From an optimization exercise on the open Yosys and OpenROAD flow, aimed at small area and a short achievable clock period; shortcuts taken in it are not production practice. No functional check of the RTL was part of any run shown here. Power figures rest on the tool's default switching activity, not on a simulated workload.

## flow/design.v (module list and top-level ports; edited modules follow where they fit)
// module bxor: 3 lines
// module pipelined_boothe_multiplier: 3299 lines
module pipelined_boothe_multiplier #(
    parameter WIDTH = 32
) (
    input clk,
    input reset,
    input en,
    input [WIDTH - 1: 0] md,
    input [WIDTH - 1: 0] mr,
    output [(2 * WIDTH) - 1: 0] s_result
);
  // ...
==> flow/run.sh <==
#!/bin/bash
# synth_recipe.tcl (not shown) runs the flow's synth.tcl, then flattens the netlist and writes it again
# the make line also repeats each setting of config.mk as NAME=value (left out here)
make -C /OpenROAD-flow-scripts/flow DESIGN_CONFIG=/design/flow/config.mk WORK_HOME=/design/flow/orfs CLKGATE_MAP_FILE= SYNTH_SCRIPT=/design/flow/synth_recipe.tcl finish
==> flow/config.mk <==
export PLATFORM = sky130hd
export DESIGN_NAME = pipelined_boothe_multiplier
export DESIGN_NICKNAME = pipelined_boothe_multiplier
export VERILOG_FILES = /design/flow/design.v
export SDC_FILE = /design/flow/constraint.sdc
export NUM_CORES = 4
export LEC_CHECK = 0
export CAP_MARGIN = 20
export CORE_MARGIN = 2
export CORE_UTILIZATION = 60
export PLACE_DENSITY = 0.7
export SETUP_SLACK_MARGIN = 2.9
export SLEW_MARGIN = 20
export SYNTH_HIERARCHICAL = 1
export SYNTH_MINIMUM_KEEP_SIZE = 0
==> flow/constraint.sdc <==
create_clock -name core_clock -period 5.0 [get_ports {clk}]
set_input_delay 1.0000 -clock core_clock [delete_from_list [all_inputs] [get_ports {clk}]]
set_output_delay 1.0000 -clock core_clock [all_outputs]
set_load 0.01 [all_outputs]
==> impl_metrics.yaml, run 1 <==
outcome:
  result_of_the_run: "complete, no violations"
clocking:
  cts_repair_resize_count: 504
power:
  comb_power_w: 0.0215
  power_leader: "registers"
drt:
  drtAntennaViolNets: 0
sta:
  timing.hold.ws_ns: 0.265
  finalSetupViolations: 0
  tightest_slew_ns: 0.711
  max_slew_margin: 0.525
global_route:
  grt_util_met2: 0.305
  grt_start_max_net_pins: 33
  grt_most_used_layer: "met2"
placed_design:
  dp_hpwl_um: 78000
floorplanning:
  die_y_um: 362
  io_pins: 131
  overall_die_area_mm2: 0.131
critical_path:
  worst_ep_required_time_ns: 5.70
  timing.rr.end: "s6[61]"
  crit_family: "compound AO/OA/AOI/OAI gates"
  reg2reg_setup_slack_ns: 2.50
synth:
  synthesis.instances: 5984
  postSynthAreaPerCell_um2: 12.8
  post_synth_most_frequent_cells: "sky130_fd_sc_hd__dfxtp_1, sky130_fd_sc_hd__xor2_1, sky130_fd_sc_hd__xnor2_1"
  count_of_yosys_warnings_during_synthesis: 7
  post_synth_xor_area_fraction: 0.183
layout:
  signal_buffer_area_fraction: 0.0213
==> run 2: changes to the inputs <==
--- a/flow/design.v
+++ b/flow/design.v
@@ -1,11 +1,17 @@
 module bxor (input a, input b, output y);
   assign y = a ^ b;
 endmodule
+module bao (input a, input b, input c, output y);
+  assign y = a | (b & c);
+endmodule
+module band (input a, input b, output y);
+  assign y = a & b;
+endmodule
 module pipelined_boothe_multiplier #(
     parameter WIDTH = 32
 ) (
     input clk,
     input reset,
     input en,
     input [WIDTH - 1: 0] md,
     input [WIDTH - 1: 0] mr,
@@ -3255,23 +3261,431 @@
   wire x2204;
   bxor ux2204 (.a(pp1732), .b(pp1763), .y(x2204));
   wire x2205;
   bxor ux2205 (.a(x2204), .b(hc2096), .y(x2205));
   wire fc2206 = (pp1732 & pp1763) | (hc2096 & (pp1732 | pp1763));
   wire x2207;
   bxor ux2207 (.a(1'b1), .b(pp1764), .y(x2207));
   wire hc2208 = 1'b1 & pp1764;
-  wire [40:0] ra2209 = {s5[103], s5[101], s5[99], s5[97], s5[95], s5[93], s5[91], s5[89], s5[87], s5[85], s5[83], s5[81], s5[79], s5[77], s5[75], s5[73], s5[71], s5[69], s5[67], s5[65], s5[63], s5[61], s5[59], s5[57], s5[55], s5[53], s5[51], s5[49], s5[47], s5[45], s5[43], s5[41], s5[39], s5[37], s5[35], s5[33], s5[31], s5[29], s5[27], s5[25], 1'b1} + {1'b0, s5[102], s5[100], s5[98], s5[96], s5[94], s5[92], s5[90], s5[88], s5[86], s5[84], s5[82], s5[80], s5[78], s5[76], s5[74], s5[72], s5[70], s5[68], s5[66], s5[64], s5[62], s5[60], s5[58], s5[56], s5[54], s5[52], s5[50], s5[48], s5[46], s5[44], s5[42], s5[40], s5[38], s5[36], s5[34], s5[32], s5[30], s5[28], s5[26], s5[24]};
+  wire g2209 = s5[25] & s5[26];
+  wire x2210;
+  bxor ux2210 (.a(s5[25]), .b(s5[26]), .y(x2210));
+  wire g2211 = s5[27] & s5[28];
+  wire x2212;
+  bxor ux2212 (.a(s5[27]), .b(s5[28]), .y(x2212));
+  wire g2213 = s5[29] & s5[30];
+  wire x2214;
+  bxor ux2214 (.a(s5[29]), .b(s5[30]), .y(x2214));
+  wire g2215 = s5[31] & s5[32];
+  wire x2216;
+  bxor ux2216 (.a(s5[31]), .b(s5[32]), .y(x2216));
+  wire g2217 = s5[33] & s5[34];
+  wire x2218;
+  bxor ux2218 (.a(s5[33]), .b(s5[34]), .y(x2218));
+  wire g2219 = s5[35] & s5[36];
+  wire x2220;
+  bxor ux2220 (.a(s5[35]), .b(s5[36]), .y(x2220));
+  wire g2221 = s5[37] & s5[38];
+  wire x2222;
+  bxor ux2222 (.a(s5[37]), .b(s5[38]), .y(x2222));
+  wire g2223 = s5[39] & s5[40];
+  wire x2224;
+  bxor ux2224 (.a(s5[39]), .b(s5[40]), .y(x2224));
+  wire g2225 = s5[41] & s5[42];
+  wire x2226;
+  bxor ux2226 (.a(s5[41]), .b(s5[42]), .y(x2226));
+  wire g2227 = s5[43] & s5[44];
+  wire x2228;
+  bxor ux2228 (.a(s5[43]), .b(s5[44]), .y(x2228));
+  wire g2229 = s5[45] & s5[46];
+  wire x2230;
+  bxor ux2230 (.a(s5[45]), .b(s5[46]), .y(x2230));
+  wire g2231 = s5[47] & s5[48];
+  wire x2232;
+  bxor ux2232 (.a(s5[47]), .b(s5[48]), .y(x2232));
+  wire g2233 = s5[49] & s5[50];
+  wire x2234;
+  bxor ux2234 (.a(s5[49]), .b(s5[50]), .y(x2234));
+  wire g2235 = s5[51] & s5[52];
+  wire x2236;
+  bxor ux2236 (.a(s5[51]), .b(s5[52]), .y(x2236));
+  wire g2237 = s5[53] & s5[54];
+  wire x2238;
+  bxor ux2238 (.a(s5[53]), .b(s5[54]), .y(x2238));
+  wire g2239 = s5[55] & s5[56];
+  wire x2240;
+  bxor ux2240 (.a(s5[55]), .b(s5[56]), .y(x2240));
+  wire g2241 = s5[57] & s5[58];
+  wire x2242;
+  bxor ux2242 (.a(s5[57]), .b(s5[58]), .y(x2242));
+  wire g2243 = s5[59] & s5[60];
+  wire x2244;
+  bxor ux2244 (.a(s5[59]), .b(s5[60]), .y(x2244));
+  wire g2245 = s5[61] & s5[62];
+  wire x2246;
+  bxor ux2246 (.a(s5[61]), .b(s5[62]), .y(x2246));
+  wire g2247 = s5[63] & s5[64];
+  wire x2248;
+  bxor ux2248 (.a(s5[63]), .b(s5[64]), .y(x2248));
+  wire g2249 = s5[65] & s5[66];
+  wire x2250;
+  bxor ux2250 (.a(s5[65]), .b(s5[66]), .y(x2250));
+  wire g2251 = s5[67] & s5[68];
+  wire x2252;
+  bxor ux2252 (.a(s5[67]), .b(s5[68]), .y(x2252));
+  wire g2253 = s5[69] & s5[70];
+  wire x2254;
+  bxor ux2254 (.a(s5[69]), .b(s5[70]), .y(x2254));
+  wire g2255 = s5[71] & s5[72];
+  wire x2256;
+  bxor ux2256 (.a(s5[71]), .b(s5[72]), .y(x2256));
+  wire g2257 = s5[73] & s5[74];
+  wire x2258;
+  bxor ux2258 (.a(s5[73]), .b(s5[74]), .y(x2258));
+  wire g2259 = s5[75] & s5[76];
+  wire x2260;
+  bxor ux2260 (.a(s5[75]), .b(s5[76]), .y(x2260));
+  wire g2261 = s5[77] & s5[78];
+  wire x2262;
+  bxor ux2262 (.a(s5[77]), .b(s5[78]), .y(x2262));
+  wire g2263 = s5[79] & s5[80];
+  wire x2264;
+  bxor ux2264 (.a(s5[79]), .b(s5[80]), .y(x2264));
+  wire g2265 = s5[81] & s5[82];
+  wire x2266;
+  bxor ux2266 (.a(s5[81]), .b(s5[82]), .y(x2266));
+  wire g2267 = s5[83] & s5[84];
+  wire x2268;
+  bxor ux2268 (.a(s5[83]), .b(s5[84]), .y(x2268));
+  wire g2269 = s5[85] & s5[86];
+  wire x2270;
+  bxor ux2270 (.a(s5[85]), .b(s5[86]), .y(x2270));
+  wire g2271 = s5[87] & s5[88];
+  wire x2272;
+  bxor ux2272 (.a(s5[87]), .b(s5[88]), .y(x2272));
+  wire g2273 = s5[89] & s5[90];
+  wire x2274;
+  bxor ux2274 (.a(s5[89]), .b(s5[90]), .y(x2274));
+  wire g2275 = s5[91] & s5[92];
+  wire x2276;
+  bxor ux2276 (.a(s5[91]), .b(s5[92]), .y(x2276));
+  wire g2277 = s5[93] & s5[94];
+  wire x2278;
+  bxor ux2278 (.a(s5[93]), .b(s5[94]), .y(x2278));
+  wire g2279 = s5[95] & s5[96];
+  wire x2280;
+  bxor ux2280 (.a(s5[95]), .b(s5[96]), .y(x2280));
+  wire g2281 = s5[97] & s5[98];
+  wire x2282;
+  bxor ux2282 (.a(s5[97]), .b(s5[98]), .y(x2282));
+  wire g2283 = s5[99] & s5[100];
+  wire x2284;
+  bxor ux2284 (.a(s5[99]), .b(s5[100]), .y(x2284));
+  wire g2285 = s5[101] & s5[102];
+  wire x2286;
+  bxor ux2286 (.a(s5[101]), .b(s5[102]), .y(x2286));
+  wire q2287;
+  bao uq2287 (.a(g2209), .b(x2210), .c(s5[24]), .y(q2287));
+  wire q2288;
+  bao uq2288 (.a(g2213), .b(x2214), .c(g2211), .y(q2288));
+  wire q2289;
+  band uq2289 (.a(x2214), .b(x2212), .y(q2289));
+  wire q2290;
+  bao uq2290 (.a(g2217), .b(x2218), .c(g2215), .y(q2290));
+  wire q2291;
+  band uq2291 (.a(x2218), .b(x2216), .y(q2291));
+  wire q2292;
+  bao uq2292 (.a(g2221), .b(x2222), .c(g2219), .y(q2292));
+  wire q2293;
+  band uq2293 (.a(x2222), .b(x2220), .y(q2293));
+  wire q2294;
+  bao uq2294 (.a(g2225), .b(x2226), .c(g2223), .y(q2294));
+  wire q2295;
+  band uq2295 (.a(x2226), .b(x2224), .y(q2295));
+  wire q2296;
+  bao uq2296 (.a(g2229), .b(x2230), .c(g2227), .y(q2296));
+  wire q2297;
+  band uq2297 (.a(x2230), .b(x2228), .y(q2297));
+  wire q2298;
+  bao uq2298 (.a(g2233), .b(x2234), .c(g2231), .y(q2298));
+  wire q2299;
+  band uq2299 (.a(x2234), .b(x2232), .y(q2299));
+  wire q2300;
+  bao uq2300 (.a(g2237), .b(x2238), .c(g2235), .y(q2300));
+  wire q2301;
+  band uq2301 (.a(x2238), .b(x2236), .y(q2301));
+  wire q2302;
+  bao uq2302 (.a(g2241), .b(x2242), .c(g2239), .y(q2302));
+  wire q2303;
+  band uq2303 (.a(x2242), .b(x2240), .y(q2303));
+  wire q2304;
+  bao uq2304 (.a(g2245), .b(x2246), .c(g2243), .y(q2304));
+  wire q2305;
+  band uq2305 (.a(x2246), .b(x2244), .y(q2305));
+  wire q2306;
+  bao uq2306 (.a(g2249), .b(x2250), .c(g2247), .y(q2306));
+  wire q2307;
+  band uq2307 (.a(x2250), .b(x2248), .y(q2307));
+  wire q2308;
+  bao uq2308 (.a(g2253), .b(x2254), .c(g2251), .y(q2308));
+  wire q2309;
+  band uq2309 (.a(x2254), .b(x2252), .y(q2309));
+  wire q2310;
+  bao uq2310 (.a(g2257), .b(x2258), .c(g2255), .y(q2310));
+  wire q2311;
+  band uq2311 (.a(x2258), .b(x2256), .y(q2311));
+  wire q2312;
+  bao uq2312 (.a(g2261), .b(x2262), .c(g2259), .y(q2312));
+  wire q2313;
+  band uq2313 (.a(x2262), .b(x2260), .y(q2313));
+  wire q2314;
+  bao uq2314 (.a(g2265), .b(x2266), .c(g2263), .y(q2314));
+  wire q2315;
+  band uq2315 (.a(x2266), .b(x2264), .y(q2315));
+  wire q2316;
+  bao uq2316 (.a(g2269), .b(x2270), .c(g2267), .y(q2316));
+  wire q2317;
+  band uq2317 (.a(x2270), .b(x2268), .y(q2317));
+  wire q2318;
+  bao uq2318 (.a(g2273), .b(x2274), .c(g2271), .y(q2318));
+  wire q2319;
+  band uq2319 (.a(x2274), .b(x2272), .y(q2319));
+  wire q2320;
+  bao uq2320 (.a(g2277), .b(x2278), .c(g2275), .y(q2320));
+  wire q2321;
+  band uq2321 (.a(x2278), .b(x2276), .y(q2321));
+  wire q2322;
+  bao uq2322 (.a(g2281), .b(x2282), .c(g2279), .y(q2322));
+  wire q2323;
+  band uq2323 (.a(x2282), .b(x2280), .y(q2323));
+  wire q2324;
+  bao uq2324 (.a(g2285), .b(x2286), .c(g2283), .y(q2324));
+  wire q2325;
+  band uq2325 (.a(x2286), .b(x2284), .y(q2325));
+  wire q2326;
+  bao uq2326 (.a(q2288), .b(q2289), .c(q2287), .y(q2326));
+  wire q2327;
+  bao uq2327 (.a(q2292), .b(q2293), .c(q2290), .y(q2327));
+  wire q2328;
+  band uq2328 (.a(q2293), .b(q2291), .y(q2328));
+  wire q2329;
+  bao uq2329 (.a(q2296), .b(q2297), .c(q2294), .y(q2329));
+  wire q2330;
+  band uq2330 (.a(q2297), .b(q2295), .y(q2330));
+  wire q2331;
+  bao uq2331 (.a(q2300), .b(q2301), .c(q2298), .y(q2331));
+  wire q2332;
+  band uq2332 (.a(q2301), .b(q2299), .y(q2332));
+  wire q2333;
+  bao uq2333 (.a(q2304), .b(q2305), .c(q2302), .y(q2333));
+  wire q2334;
+  band uq2334 (.a(q2305), .b(q2303), .y(q2334));
+  wire q2335;
+  bao uq2335 (.a(q2308), .b(q2309), .c(q2306), .y(q2335));
+  wire q2336;
+  band uq2336 (.a(q2309), .b(q2307), .y(q2336));
+  wire q2337;
+  bao uq2337 (.a(q2312), .b(q2313), .c(q2310), .y(q2337));
+  wire q2338;
+  band uq2338 (.a(q2313), .b(q2311), .y(q2338));
+  wire q2339;
+  bao uq2339 (.a(q2316), .b(q2317), .c(q2314), .y(q2339));
+  wire q2340;
+  band uq2340 (.a(q2317), .b(q2315), .y(q2340));
+  wire q2341;
+  bao uq2341 (.a(q2320), .b(q2321), .c(q2318), .y(q2341));
+  wire q2342;
+  band uq2342 (.a(q2321), .b(q2319), .y(q2342));
+  wire q2343;
+  bao uq2343 (.a(q2324), .b(q2325), .c(q2322), .y(q2343));
+  wire q2344;
+  band uq2344 (.a(q2325), .b(q2323), .y(q2344));
+  wire q2345;
+  bao uq2345 (.a(q2327), .b(q2328), .c(q2326), .y(q2345));
+  wire q2346;
+  bao uq2346 (.a(q2331), .b(q2332), .c(q2329), .y(q2346));
+  wire q2347;
+  band uq2347 (.a(q2332), .b(q2330), .y(q2347));
+  wire q2348;
+  bao uq2348 (.a(q2335), .b(q2336), .c(q2333), .y(q2348));
+  wire q2349;
+  band uq2349 (.a(q2336), .b(q2334), .y(q2349));
+  wire q2350;
+  bao uq2350 (.a(q2339), .b(q2340), .c(q2337), .y(q2350));
+  wire q2351;
+  band uq2351 (.a(q2340), .b(q2338), .y(q2351));
+  wire q2352;
+  bao uq2352 (.a(q2343), .b(q2344), .c(q2341), .y(q2352));
+  wire q2353;
+  band uq2353 (.a(q2344), .b(q2342), .y(q2353));
+  wire q2354;
+  bao uq2354 (.a(q2346), .b(q2347), .c(q2345), .y(q2354));
+  wire q2355;
+  bao uq2355 (.a(q2350), .b(q2351), .c(q2348), .y(q2355));
+  wire q2356;
+  band uq2356 (.a(q2351), .b(q2349), .y(q2356));
+  wire q2357;
+  bao uq2357 (.a(q2355), .b(q2356), .c(q2354), .y(q2357));
+  wire q2358;
+  bao uq2358 (.a(q2348), .b(q2349), .c(q2354), .y(q2358));
+  wire q2359;
+  bao uq2359 (.a(q2352), .b(q2353), .c(q2357), .y(q2359));
+  wire q2360;
+  bao uq2360 (.a(q2329), .b(q2330), .c(q2345), .y(q2360));
+  wire q2361;
+  bao uq2361 (.a(q2333), .b(q2334), .c(q2354), .y(q2361));
+  wire q2362;
+  bao uq2362 (.a(q2337), .b(q2338), .c(q2358), .y(q2362));
+  wire q2363;
+  bao uq2363 (.a(q2341), .b(q2342), .c(q2357), .y(q2363));
+  wire q2364;
+  bao uq2364 (.a(q2290), .b(q2291), .c(q2326), .y(q2364));
+  wire q2365;
+  bao uq2365 (.a(q2294), .b(q2295), .c(q2345), .y(q2365));
+  wire q2366;
+  bao uq2366 (.a(q2298), .b(q2299), .c(q2360), .y(q2366));
+  wire q2367;
+  bao uq2367 (.a(q2302), .b(q2303), .c(q2354), .y(q2367));
+  wire q2368;
+  bao uq2368 (.a(q2306), .b(q2307), .c(q2361), .y(q2368));
+  wire q2369;
+  bao uq2369 (.a(q2310), .b(q2311), .c(q2358), .y(q2369));
+  wire q2370;
+  bao uq2370 (.a(q2314), .b(q2315), .c(q2362), .y(q2370));
+  wire q2371;
+  bao uq2371 (.a(q2318), .b(q2319), .c(q2357), .y(q2371));
+  wire q2372;
+  bao uq2372 (.a(q2322), .b(q2323), .c(q2363), .y(q2372));
+  wire q2373;
+  bao uq2373 (.a(g2211), .b(x2212), .c(q2287), .y(q2373));
+  wire q2374;
+  bao uq2374 (.a(g2215), .b(x2216), .c(q2326), .y(q2374));
+  wire q2375;
+  bao uq2375 (.a(g2219), .b(x2220), .c(q2364), .y(q2375));
+  wire q2376;
+  bao uq2376 (.a(g2223), .b(x2224), .c(q2345), .y(q2376));
+  wire q2377;
+  bao uq2377 (.a(g2227), .b(x2228), .c(q2365), .y(q2377));
+  wire q2378;
+  bao uq2378 (.a(g2231), .b(x2232), .c(q2360), .y(q2378));
+  wire q2379;
+  bao uq2379 (.a(g2235), .b(x2236), .c(q2366), .y(q2379));
+  wire q2380;
+  bao uq2380 (.a(g2239), .b(x2240), .c(q2354), .y(q2380));
+  wire q2381;
+  bao uq2381 (.a(g2243), .b(x2244), .c(q2367), .y(q2381));
+  wire q2382;
+  bao uq2382 (.a(g2247), .b(x2248), .c(q2361), .y(q2382));
+  wire q2383;
+  bao uq2383 (.a(g2251), .b(x2252), .c(q2368), .y(q2383));
+  wire q2384;
+  bao uq2384 (.a(g2255), .b(x2256), .c(q2358), .y(q2384));
+  wire q2385;
+  bao uq2385 (.a(g2259), .b(x2260), .c(q2369), .y(q2385));
+  wire q2386;
+  bao uq2386 (.a(g2263), .b(x2264), .c(q2362), .y(q2386));
+  wire q2387;
+  bao uq2387 (.a(g2267), .b(x2268), .c(q2370), .y(q2387));
+  wire q2388;
+  bao uq2388 (.a(g2271), .b(x2272), .c(q2357), .y(q2388));
+  wire q2389;
+  bao uq2389 (.a(g2275), .b(x2276), .c(q2371), .y(q2389));
+  wire q2390;
+  bao uq2390 (.a(g2279), .b(x2280), .c(q2363), .y(q2390));
+  wire q2391;
+  bao uq2391 (.a(g2283), .b(x2284), .c(q2372), .y(q2391));
+  wire q2392;
+  band uq2392 (.a(s5[103]), .b(q2359), .y(q2392));
+  wire x2393;
+  bxor ux2393 (.a(x2210), .b(s5[24]), .y(x2393));
+  wire x2394;
+  bxor ux2394 (.a(x2212), .b(q2287), .y(x2394));
+  wire x2395;
+  bxor ux2395 (.a(x2214), .b(q2373), .y(x2395));
+  wire x2396;
+  bxor ux2396 (.a(x2216), .b(q2326), .y(x2396));
+  wire x2397;
+  bxor ux2397 (.a(x2218), .b(q2374), .y(x2397));
+  wire x2398;
+  bxor ux2398 (.a(x2220), .b(q2364), .y(x2398));
+  wire x2399;
+  bxor ux2399 (.a(x2222), .b(q2375), .y(x2399));
+  wire x2400;
+  bxor ux2400 (.a(x2224), .b(q2345), .y(x2400));
+  wire x2401;
+  bxor ux2401 (.a(x2226), .b(q2376), .y(x2401));
+  wire x2402;
+  bxor ux2402 (.a(x2228), .b(q2365), .y(x2402));
+  wire x2403;
+  bxor ux2403 (.a(x2230), .b(q2377), .y(x2403));
+  wire x2404;
+  bxor ux2404 (.a(x2232), .b(q2360), .y(x2404));
+  wire x2405;
+  bxor ux2405 (.a(x2234), .b(q2378), .y(x2405));
+  wire x2406;
+  bxor ux2406 (.a(x2236), .b(q2366), .y(x2406));
+  wire x2407;
+  bxor ux2407 (.a(x2238), .b(q2379), .y(x2407));
+  wire x2408;
+  bxor ux2408 (.a(x2240), .b(q2354), .y(x2408));
+  wire x2409;
+  bxor ux2409 (.a(x2242), .b(q2380), .y(x2409));
+  wire x2410;
+  bxor ux2410 (.a(x2244), .b(q2367), .y(x2410));
+  wire x2411;
+  bxor ux2411 (.a(x2246), .b(q2381), .y(x2411));
+  wire x2412;
+  bxor ux2412 (.a(x2248), .b(q2361), .y(x2412));
+  wire x2413;
+  bxor ux2413 (.a(x2250), .b(q2382), .y(x2413));
+  wire x2414;
+  bxor ux2414 (.a(x2252), .b(q2368), .y(x2414));
+  wire x2415;
+  bxor ux2415 (.a(x2254), .b(q2383), .y(x2415));
+  wire x2416;
+  bxor ux2416 (.a(x2256), .b(q2358), .y(x2416));
+  wire x2417;
+  bxor ux2417 (.a(x2258), .b(q2384), .y(x2417));
+  wire x2418;
+  bxor ux2418 (.a(x2260), .b(q2369), .y(x2418));
+  wire x2419;
+  bxor ux2419 (.a(x2262), .b(q2385), .y(x2419));
+  wire x2420;
+  bxor ux2420 (.a(x2264), .b(q2362), .y(x2420));
+  wire x2421;
+  bxor ux2421 (.a(x2266), .b(q2386), .y(x2421));
+  wire x2422;
+  bxor ux2422 (.a(x2268), .b(q2370), .y(x2422));
+  wire x2423;
+  bxor ux2423 (.a(x2270), .b(q2387), .y(x2423));
+  wire x2424;
+  bxor ux2424 (.a(x2272), .b(q2357), .y(x2424));
+  wire x2425;
+  bxor ux2425 (.a(x2274), .b(q2388), .y(x2425));
+  wire x2426;
+  bxor ux2426 (.a(x2276), .b(q2371), .y(x2426));
+  wire x2427;
+  bxor ux2427 (.a(x2278), .b(q2389), .y(x2427));
+  wire x2428;
+  bxor ux2428 (.a(x2280), .b(q2363), .y(x2428));
+  wire x2429;
+  bxor ux2429 (.a(x2282), .b(q2390), .y(x2429));
+  wire x2430;
+  bxor ux2430 (.a(x2284), .b(q2372), .y(x2430));
+  wire x2431;
+  bxor ux2431 (.a(x2286), .b(q2391), .y(x2431));
+  wire x2432;
+  bxor ux2432 (.a(s5[103]), .b(q2359), .y(x2432));
   always @(posedge clk) s1 <= {mr[31], mr[30], mr[29], mr[28], mr[27], mr[26], mr[25], mr[24], mr[23], mr[22], mr[21], mr[20], mr[19], mr[18], mr[17], mr[16], mr[15], mr[14], mr[13], mr[12], mr[11], mr[10], mr[9], mr[8], mr[7], bnegn24, btwon23, bonen22, bneg21, btwo20, bone19, bnegn18, btwon17, bonen16, bneg15, btwo14, bone13, bnegn12, btwon11, bonen10, bneg9, btwo8, bone7, bnegn6, btwon5, bonen4, bneg3, btwo2, bone1, md[31], md[30], md[29], md[28], md[27], md[26], md[25], md[24], md[23], md[22], md[21], md[20], md[19], md[18], md[17], md[16], md[15], md[14], md[13], md[12], md[11], md[10], md[9], md[8], md[7], md[6], md[5], md[4], md[3], md[2], md[1], md[0]};
   always @(posedge clk) s2 <= {s1[80], s1[79], s1[78], s1[77], s1[76], s1[75], s1[74], s1[73], s1[72], s1[71], s1[70], s1[69], s1[68], s1[67], s1[66], s1[65], s1[64], bnegn435, btwon434, bonen433, bneg432, btwo431, bone430, bnegn429, btwon428, bonen427, bneg426, btwo425, bone424, bnegn423, btwon422, bonen421, bneg420, btwo419, bone418, bnegn417, btwon416, bonen415, bneg414, btwo413, bone412, s1[31], s1[30], s1[29], s1[28], s1[27], s1[26], s1[25], s1[24], s1[23], s1[22], s1[21], s1[20], s1[19], s1[18], s1[17], s1[16], s1[15], s1[14], s1[13], s1[12], s1[11], s1[10], s1[9], s1[8], s1[7], s1[6], s1[5], s1[4], s1[3], s1[2], s1[1], s1[0], hc411, pp156, fc409, x410, fc406, x408, fc403, x405, x402, fc400, x399, fc397, x396, fc394, x393, fc391, x390, fc388, x387, fc385, x384, fc382, x381, fc379, x378, fc376, x375, fc373, x372, fc370, x369, fc367, x366, fc364, x363, fc361, x360, fc358, x357, fc355, x354, fc352, x351, fc349, x348, fc346, x345, fc343, x342, fc340, x339, fc337, x336, fc334, x333, fc331, x330, fc328, x327, fc325, x324, fc322, x321, fc319, x318, fc316, x315, fc313, x312, hc310, x309, hc308, x307, pp58, pp26, pp25, s1[34]};
   always @(posedge clk) s3 <= {s2[149], s2[148], s2[147], s2[146], s2[145], s2[144], s2[143], s2[142], s2[141], bnegn1034, btwon1033, bonen1032, bneg1031, btwo1030, bone1029, bnegn1028, btwon1027, bonen1026, bneg1025, btwo1024, bone1023, bnegn1022, btwon1021, bonen1020, bneg1019, btwo1018, bone1017, bnegn1016, btwon1015, bonen1014, bneg1013, btwo1012, bone1011, s2[108], s2[107], s2[106], s2[105], s2[104], s2[103], s2[102], s2[101], s2[100], s2[99], s2[98], s2[97], s2[96], s2[95], s2[94], s2[93], s2[92], s2[91], s2[90], s2[89], s2[88], s2[87], s2[86], s2[85], s2[84], s2[83], s2[82], s2[81], s2[80], s2[79], s2[78], s2[77], hc1010, pp567, fc1008, x1009, fc1005, x1007, fc1002, x1004, x1001, fc999, x998, fc996, x995, fc993, x992, fc990, x989, fc987, x986, fc984, x983, fc981, x980, fc978, x977, fc975, x974, fc972, x971, fc969, x968, fc966, x965, fc963, x962, fc960, x959, fc957, x956, fc954, x953, fc951, x950, fc948, x947, fc945, x944, fc942, x941, fc939, x938, fc936, x935, fc933, x932, fc930, x929, fc927, x926, fc924, x923, fc921, x920, fc918, x917, fc915, x914, fc912, x911, fc909, x908, fc906, x905, fc903, x902, hc900, x899, pp436, ra568[8], ra568[7], ra568[6], ra568[5], ra568[4], ra568[3], ra568[2], ra568[1], ra568[0]};
   always @(posedge clk) s4 <= {s3[151], bnegn1633, btwon1632, bonen1631, bneg1630, btwo1629, bone1628, bnegn1627, btwon1626, bonen1625, bneg1624, btwo1623, bone1622, bnegn1621, btwon1620, bonen1619, bneg1618, btwo1617, bone1616, bnegn1615, btwon1614, bonen1613, bneg1612, btwo1611, bone1610, s3[118], s3[117], s3[116], s3[115], s3[114], s3[113], s3[112], s3[111], s3[110], s3[109], s3[108], s3[107], s3[106], s3[105], s3[104], s3[103], s3[102], s3[101], s3[100], s3[99], s3[98], s3[97], s3[96], s3[95], s3[94], s3[93], s3[92], s3[91], s3[90], s3[89], s3[88], s3[87], hc1609, pp1166, fc1607, x1608, fc1604, x1606, fc1601, x1603, x1600, fc1598, x1597, fc1595, x1594, fc1592, x1591, fc1589, x1588, fc1586, x1585, fc1583, x1582, fc1580, x1579, fc1577, x1576, fc1574, x1573, fc1571, x1570, fc1568, x1567, fc1565, x1564, fc1562, x1561, fc1559, x1558, fc1556, x1555, fc1553, x1552, fc1550, x1549, fc1547, x1546, fc1544, x1543, fc1541, x1540, fc1538, x1537, fc1535, x1534, fc1532, x1531, fc1529, x1528, fc1526, x1525, fc1523, x1522, fc1520, x1519, fc1517, x1516, fc1514, x1513, fc1511, x1510, fc1508, x1507, fc1505, x1504, fc1502, x1501, hc1499, x1498, pp1035, ra1167[9], ra1167[8], ra1167[7], ra1167[6], ra1167[5], ra1167[4], ra1167[3], ra1167[2], ra1167[1], s3[7], s3[6], s3[5], s3[4], s3[3], s3[2], s3[1], s3[0]};
   always @(posedge clk) s5 <= {1'b1, hc2208, pp1765, fc2206, x2207, fc2203, x2205, fc2200, x2202, x2199, fc2197, x2196, fc2194, x2193, fc2191, x2190, fc2188, x2187, fc2185, x2184, fc2182, x2181, fc2179, x2178, fc2176, x2175, fc2173, x2172, fc2170, x2169, fc2167, x2166, fc2164, x2163, fc2161, x2160, fc2158, x2157, fc2155, x2154, fc2152, x2151, fc2149, x2148, fc2146, x2145, fc2143, x2142, fc2140, x2139, fc2137, x2136, fc2134, x2133, fc2131, x2130, fc2128, x2127, fc2125, x2124, fc2122, x2121, fc2119, x2118, fc2116, x2115, fc2113, x2112, fc2110, x2109, fc2107, x2106, fc2104, x2103, fc2101, x2100, hc2098, x2097, pp1634, ra1766[9], ra1766[8], ra1766[7], ra1766[6], ra1766[5], ra1766[4], ra1766[3], ra1766[2], ra1766[1], s4[15], s4[14], s4[13], s4[12], s4[11], s4[10], s4[9], s4[8], s4[7], s4[6], s4[5], s4[4], s4[3], s4[2], s4[1], s4[0]};
-  always @(posedge clk) s6 <= {ra2209[40], ra2209[39], ra2209[38], ra2209[37], ra2209[36], ra2209[35], ra2209[34], ra2209[33], ra2209[32], ra2209[31], ra2209[30], ra2209[29], ra2209[28], ra2209[27], ra2209[26], ra2209[25], ra2209[24], ra2209[23], ra2209[22], ra2209[21], ra2209[20], ra2209[19], ra2209[18], ra2209[17], ra2209[16], ra2209[15], ra2209[14], ra2209[13], ra2209[12], ra2209[11], ra2209[10], ra2209[9], ra2209[8], ra2209[7], ra2209[6], ra2209[5], ra2209[4], ra2209[3], ra2209[2], ra2209[1], s5[23], s5[22], s5[21], s5[20], s5[19], s5[18], s5[17], s5[16], s5[15], s5[14], s5[13], s5[12], s5[11], s5[10], s5[9], s5[8], s5[7], s5[6], s5[5], s5[4], s5[3], s5[2], s5[1], s5[0]};
+  always @(posedge clk) s6 <= {x2432, x2431, x2430, x2429, x2428, x2427, x2426, x2425, x2424, x2423, x2422, x2421, x2420, x2419, x2418, x2417, x2416, x2415, x2414, x2413, x2412, x2411, x2410, x2409, x2408, x2407, x2406, x2405, x2404, x2403, x2402, x2401, x2400, x2399, x2398, x2397, x2396, x2395, x2394, x2393, s5[23], s5[22], s5[21], s5[20], s5[19], s5[18], s5[17], s5[16], s5[15], s5[14], s5[13], s5[12], s5[11], s5[10], s5[9], s5[8], s5[7], s5[6], s5[5], s5[4], s5[3], s5[2], s5[1], s5[0]};
   always @(posedge clk) s7 <= {s6[63], s6[62], s6[61], s6[60], s6[59], s6[58], s6[57], s6[56], s6[55], s6[54], s6[53], s6[52], s6[51], s6[50], s6[49], s6[48], s6[47], s6[46], s6[45], s6[44], s6[43], s6[42], s6[41], s6[40], s6[39], s6[38], s6[37], s6[36], s6[35], s6[34], s6[33], s6[32], s6[31], s6[30], s6[29], s6[28], s6[27], s6[26], s6[25], s6[24], s6[23], s6[22], s6[21], s6[20], s6[19], s6[18], s6[17], s6[16], s6[15], s6[14], s6[13], s6[12], s6[11], s6[10], s6[9], s6[8], s6[7], s6[6], s6[5], s6[4], s6[3], s6[2], s6[1], s6[0]};
   always @(posedge clk) s8 <= {s7[63], s7[62], s7[61], s7[60], s7[59], s7[58], s7[57], s7[56], s7[55], s7[54], s7[53], s7[52], s7[51], s7[50], s7[49], s7[48], s7[47], s7[46], s7[45], s7[44], s7[43], s7[42], s7[41], s7[40], s7[39], s7[38], s7[37], s7[36], s7[35], s7[34], s7[33], s7[32], s7[31], s7[30], s7[29], s7[28], s7[27], s7[26], s7[25], s7[24], s7[23], s7[22], s7[21], s7[20], s7[19], s7[18], s7[17], s7[16], s7[15], s7[14], s7[13], s7[12], s7[11], s7[10], s7[9], s7[8], s7[7], s7[6], s7[5], s7[4], s7[3], s7[2], s7[1], s7[0]};
   always @(posedge clk) s9 <= {s8[63], s8[62], s8[61], s8[60], s8[59], s8[58], s8[57], s8[56], s8[55], s8[54], s8[53], s8[52], s8[51], s8[50], s8[49], s8[48], s8[47], s8[46], s8[45], s8[44], s8[43], s8[42], s8[41], s8[40], s8[39], s8[38], s8[37], s8[36], s8[35], s8[34], s8[33], s8[32], s8[31], s8[30], s8[29], s8[28], s8[27], s8[26], s8[25], s8[24], s8[23], s8[22], s8[21], s8[20], s8[19], s8[18], s8[17], s8[16], s8[15], s8[14], s8[13], s8[12], s8[11], s8[10], s8[9], s8[8], s8[7], s8[6], s8[5], s8[4], s8[3], s8[2], s8[1], s8[0]};
   always @(posedge clk) s10 <= {s9[63], s9[62], s9[61], s9[60], s9[59], s9[58], s9[57], s9[56], s9[55], s9[54], s9[53], s9[52], s9[51], s9[50], s9[49], s9[48], s9[47], s9[46], s9[45], s9[44], s9[43], s9[42], s9[41], s9[40], s9[39], s9[38], s9[37], s9[36], s9[35], s9[34], s9[33], s9[32], s9[31], s9[30], s9[29], s9[28], s9[27], s9[26], s9[25], s9[24], s9[23], s9[22], s9[21], s9[20], s9[19], s9[18], s9[17], s9[16], s9[15], s9[14], s9[13], s9[12], s9[11], s9[10], s9[9], s9[8], s9[7], s9[6], s9[5], s9[4], s9[3], s9[2], s9[1], s9[0]};
   always @(posedge clk) s11 <= {s10[63], s10[62], s10[61], s10[60], s10[59], s10[58], s10[57], s10[56], s10[55], s10[54], s10[53], s10[52], s10[51], s10[50], s10[49], s10[48], s10[47], s10[46], s10[45], s10[44], s10[43], s10[42], s10[41], s10[40], s10[39], s10[38], s10[37], s10[36], s10[35], s10[34], s10[33], s10[32], s10[31], s10[30], s10[29], s10[28], s10[27], s10[26], s10[25], s10[24], s10[23], s10[22], s10[21], s10[20], s10[19], s10[18], s10[17], s10[16], s10[15], s10[14], s10[13], s10[12], s10[11], s10[10], s10[9], s10[8], s10[7], s10[6], s10[5], s10[4], s10[3], s10[2], s10[1], s10[0]};
   always @(posedge clk) s12 <= {s11[63], s11[62], s11[61], s11[60], s11[59], s11[58], s11[57], s11[56], s11[55], s11[54], s11[53], s11[52], s11[51], s11[50], s11[49], s11[48], s11[47], s11[46], s11[45], s11[44], s11[43], s11[42], s11[41], s11[40], s11[39], s11[38], s11[37], s11[36], s11[35], s11[34], s11[33], s11[32], s11[31], s11[30], s11[29], s11[28], s11[27], s11[26], s11[25], s11[24], s11[23], s11[22], s11[21], s11[20], s11[19], s11[18], s11[17], s11[16], s11[15], s11[14], s11[13], s11[12], s11[11], s11[10], s11[9], s11[8], s11[7], s11[6], s11[5], s11[4], s11[3], s11[2], s11[1], s11[0]};
   always @(posedge clk) s13 <= {s12[63], s12[62], s12[61], s12[60], s12[59], s12[58], s12[57], s12[56], s12[55], s12[54], s12[53], s12[52], s12[51], s12[50], s12[49], s12[48], s12[47], s12[46], s12[45], s12[44], s12[43], s12[42], s12[41], s12[40], s12[39], s12[38], s12[37], s12[36], s12[35], s12[34], s12[33], s12[32], s12[31], s12[30], s12[29], s12[28], s12[27], s12[26], s12[25], s12[24], s12[23], s12[22], s12[21], s12[20], s12[19], s12[18], s12[17], s12[16], s12[15], s12[14], s12[13], s12[12], s12[11], s12[10], s12[9], s12[8], s12[7], s12[6], s12[5], s12[4], s12[3], s12[2], s12[1], s12[0]};
   always @(posedge clk) s14 <= {s13[63], s13[62], s13[61], s13[60], s13[59], s13[58], s13[57], s13[56], s13[55], s13[54], s13[53], s13[52], s13[51], s13[50], s13[49], s13[48], s13[47], s13[46], s13[45], s13[44], s13[43], s13[42], s13[41], s13[40], s13[39], s13[38], s13[37], s13[36], s13[35], s13[34], s13[33], s13[32], s13[31], s13[30], s13[29], s13[28], s13[27], s13[26], s13[25], s13[24], s13[23], s13[22], s13[21], s13[20], s13[19], s13[18], s13[17], s13[16], s13[15], s13[14], s13[13], s13[12], s13[11], s13[10], s13[9], s13[8], s13[7], s13[6], s13[5], s13[4], s13[3], s13[2], s13[1], s13[0]};
==> run 2 against run 1 <==
Still clean. Clock skew is essentially flat. Cell count grew 15%. Clock power grew 3%. Non-clock buffer count grew 358. Synthesized cell count grew 12%. Combinational power grew 15%. Hold slack gained 0.0010 ns. Via count grew 19%. Global-route usage grew 2.4 points. Critical path type unchanged. Largest cell class unchanged.
==> impl_metrics.yaml, run 2 <==
global_route:
  first_global_vias: 46300
  global_route_wire_length_before_repair_um: 226000
  grt_overflow: 0
  antenna_found_initial: 1
  grt_use_total: 0.202
  grt_start_max_net_pins: 33
critical_path:
  arrival_ns: 3.08
  worst_ep_required_time_ns: 5.62
  path_max_fanout: 5
  critPathKind: "reg2reg"
  worstSetupEndpointType: "flop"
  critical_path.startpoint_type: "flop"
clocking:
  numCtsBuffers: 209
  clock_transition_at_path_regs_ns: 0.06
  cts-htree-levels: 4
  cts_buffer_depth: 3
  cts_sink_cnt: 2367
  worst_skew_pair_latency_ns: 0.83
  cts_root_buffer: "sky130_fd_sc_hd__clkbuf_16"
  cts_tree: "done"
floorplanning:
  overall_die_area_mm2: 0.135
  io_pins: 131
  floorplan.die.width_um: 368
  initial_utilization: 0.604
  die_y_um: 368
  row_count: 133
  core_area_mm2: 0.131
sta:
  skew_ns: 0.0740
  setup_total_negative_slack_ns: 0
  drv_slew: 0
  timing.fmax_mhz: 407
  finalCritPeriodShare: 0.492
  post-route-min-period_ns: 2.46
  rsz0062_at_grt: "yes"
  tightest_slew_ns: 0.733
  max_slew_margin: 0.510
  timing_hold_violations_final: 0
  finalSetupViolations: 0
drt:
  route.detailed.vias_per_inst: 5.11
  route.final.wire_length_um: 146000
  drtAntennaViolNets: 0
  routed_wire_length_per_instance_um: 15.9
  detail_route.iter0.violations: 2318
  drc_errors: 0
  drt_first_pass_iters: 6
  dr_total_vias: 46900
placed_design:
  dp.cells: 8359
  dp_hpwl_um: 85700
  io_buffers: 129
  routabilityCongestion: 0.804
synth:
  post-synth-top-count-cell: "sky130_fd_sc_hd__dfxtp_1"
  count_of_yosys_warnings_during_synthesis: 7
  count_of_flip_flops_with_a_built_in_enable_after_synthesis: 0
  post_synth_most_frequent_cells: "sky130_fd_sc_hd__dfxtp_1, sky130_fd_sc_hd__xor2_1, sky130_fd_sc_hd__xnor2_1"
  synth_compound_area_frac: 0.0866
  adder_and_majority_gate_portion_of_the_synthesized_area: 0.0449
  synth_area_mm2: 0.0795
  synth-simple-area-share: 0.0796
  post_synth_xor_area_fraction: 0.166
  ys_ff_latch: 2367
  synthMuxAreaShare: 0.000504
  synthTopCellsByArea: "sky130_fd_sc_hd__dfxtp_1, sky130_fd_sc_hd__xor2_1, sky130_fd_sc_hd__xnor2_1"
  ys_async_sr_fraction: 0
  combinational_family_with_the_most_area_after_synthesis: "XOR/XNOR gates"
  synth_largest_area_cell: "sky130_fd_sc_hd__dfxtp_1"
  ys_types: 55
  synth.top_cell.area_share: 0.596
  postSynthAreaPerCell_um2: 11.9
  synth_sequential_area_ratio: 0.596
  synthesis.instances: 6697
  dominantRegCellSynth: "sky130_fd_sc_hd__dfxtp_1"
layout:
  reg.largest.list: "s3 (151), s4 (151), s2 (149)"
  layout.filler_cells: 8356
  layoutNonFillerInstCount: 9184
  area_growth_pct: 23.3
  antenna_cells: 0
  multi_input_combinational_cell_area_mm2: 0.0345
  ff_latch_area_mm2: 0.0479
  layout_common_cells: "sky130_fd_sc_hd__dfxtp_1, sky130_fd_sc_hd__xor2_1, sky130_fd_sc_hd__xnor2_1"
  final_common_cell: "sky130_fd_sc_hd__dfxtp_1"
  final_nets: 7350
  post_route_cells_drive_above_1_share: 0.275
run:
  timing.max_cap.violations: 0
worst_hold_path:
  hold_path_class: "reg2reg"
outcome:
  result_of_the_run: "complete, no violations"
power:
  worst_ir_drop_vdd_uv: 434
  power_density_mw_per_mm2: 734
  power.leakage_nw: 40.8
==> run 2: changes by cell type after synthesis, sizes merged, moves of 41 or more <==
cell,delta
nand2,+143
and2,+78
buf,-49
o22ai,-135
xor2,+105
nor2b,+265
nor2,+68
a21o,+47
or3,+131
a22oi,+65
o21ai,+134
xnor2,-203
maj3,-129
a31oi,+41
==> run 2: critical path: stages, from the launching register on <==
cell	delay (ns)
sky130_fd_sc_hd__dfxtp_4	0.38
sky130_fd_sc_hd__buf_6	0.12
sky130_fd_sc_hd__nor2b_4	0.12
sky130_fd_sc_hd__or3_4	0.36
sky130_fd_sc_hd__a22oi_2	0.28
sky130_fd_sc_hd__a21oi_2	0.07
sky130_fd_sc_hd__inv_2	0.10
sky130_fd_sc_hd__xor2_2	0.19
sky130_fd_sc_hd__xor2_2	0.12
sky130_fd_sc_hd__o21a_1	0.23
sky130_fd_sc_hd__a22oi_2	0.14
sky130_fd_sc_hd__o211ai_1	0.15
==> run 2: layout make-up <==
class,instances,share of cell area
clock buffers,293,0.0613
clock inverters,92,0.0143
inverters,169,0.00657
multi-input cells,3934,0.352
flip-flops and latches,2367,0.489
well taps,1755,0.0224
repair buffers,574,0.0544
==> run 2: per-module statistics from Yosys, one instance, submodules excluded <==
module,times used,cells,flip-flops and latches
pipelined_boothe_multiplier,1,5505,2367
bxor,1087,1,0
bao,72,1,0
band,33,1,0
==> run 2: final timing paths <==
path	from	endpoint	slack (ns)	cells after the start
setup / recovery	s3[108]	s4[71]	2.54	11
hold / removal	s27[7]	s28[7]	0.27	0
setup reg to reg	s3[108]	s4[71]	2.54	11
hold reg to reg	s27[7]	s28[7]	0.27	0
==> run 2: where the power goes <==
part | internal, W | total (W) | switching [W]
clock | 0.00950 | 0.0164 | 0.00693
combinational | 0.0118 | 0.0248 | 0.0130
sequential | 0.0279 | 0.0307 | 0.00272
==> run 2: logic make-up (layout without fill, tap and decap cells) <==
group | after synthesis | after routing
AO/OA/AOI/OAI | 931 | 931
buffers and inverters | 415 | 1128
multiplexers | 4 | 4
adder cells (fa/ha/maj) | 329 | 329
XOR/XNOR | 1508 | 1508
flip-flops | 2367 | 2367
AND/OR/NAND/NOR | 1142 | 1145
other | 1 | 17
==> run 2: metrics by stage <==
stage           util  setup slack, ns  hold slack, ns  power [W]  area [µm²]
6_report       0.746             2.54           0.266     0.0719       98000
5_1_grt        0.746             2.44           0.256     0.0762       98000
4_1_cts        0.718             2.61           0.251     0.0703       94400
3_5_place_dp   0.624             2.10           0.312     0.0509       82100
3_3_place_gp   0.624             2.18           0.310     0.0500       82100
2_1_floorplan      -             2.71           0.310     0.0467       80200
==> run 2: timing repair <==
action	CTS	global route
pin swaps	190	307
hold buffers	0	0
setup endpoints to repair	402	301
resized for setup	1030	551
buffers inserted	288	145
gates cloned	4	3
==> run 2: layer usage <==
metal,GRT usage,share of wire,vias up,wire length (µm)
met1,0.243,0.42,22300,61200
li1,-,-,23100,-
met4,0.0825,0.037,0,5400
met3,0.0337,0.043,395,6250
met2,0.359,0.50,1118,73500
met5,0,0,-,0

-- what the ideal ports hide --
How much do the figures lean on ideal ports? The routed layouts below were timed once more, with nothing changed but the port constraints.
Step 1 sets driving cells, clkbuf_16 on the clock port and buf_2 on the other inputs (assumed; they add their load-dependent delay and slew).
Step 2 moves the port delays by t, midway between the first and last clock arrival at a register: inputs arrive t later, outputs are due t later. That takes back most of the time a late clock gives input paths.
a / b / c = no drivers / after step 1 / after step 2; a / b = the first two.
run | shift t [ns] | slack for setup (ns) | slew at the worst register clock pin (ns)
run 1 | 0.865 | 2.503 / 2.503 / 2.335 | 0.07 / 0.07
run 2 | 0.894 | 2.542 / 2.542 / 2.415 | 0.07 / 0.07
After both steps setup and hold are still met in every run listed. The setup slack of run 1, which loses most, moves by 0.000 ns with the drivers and by -0.168 ns with both steps.
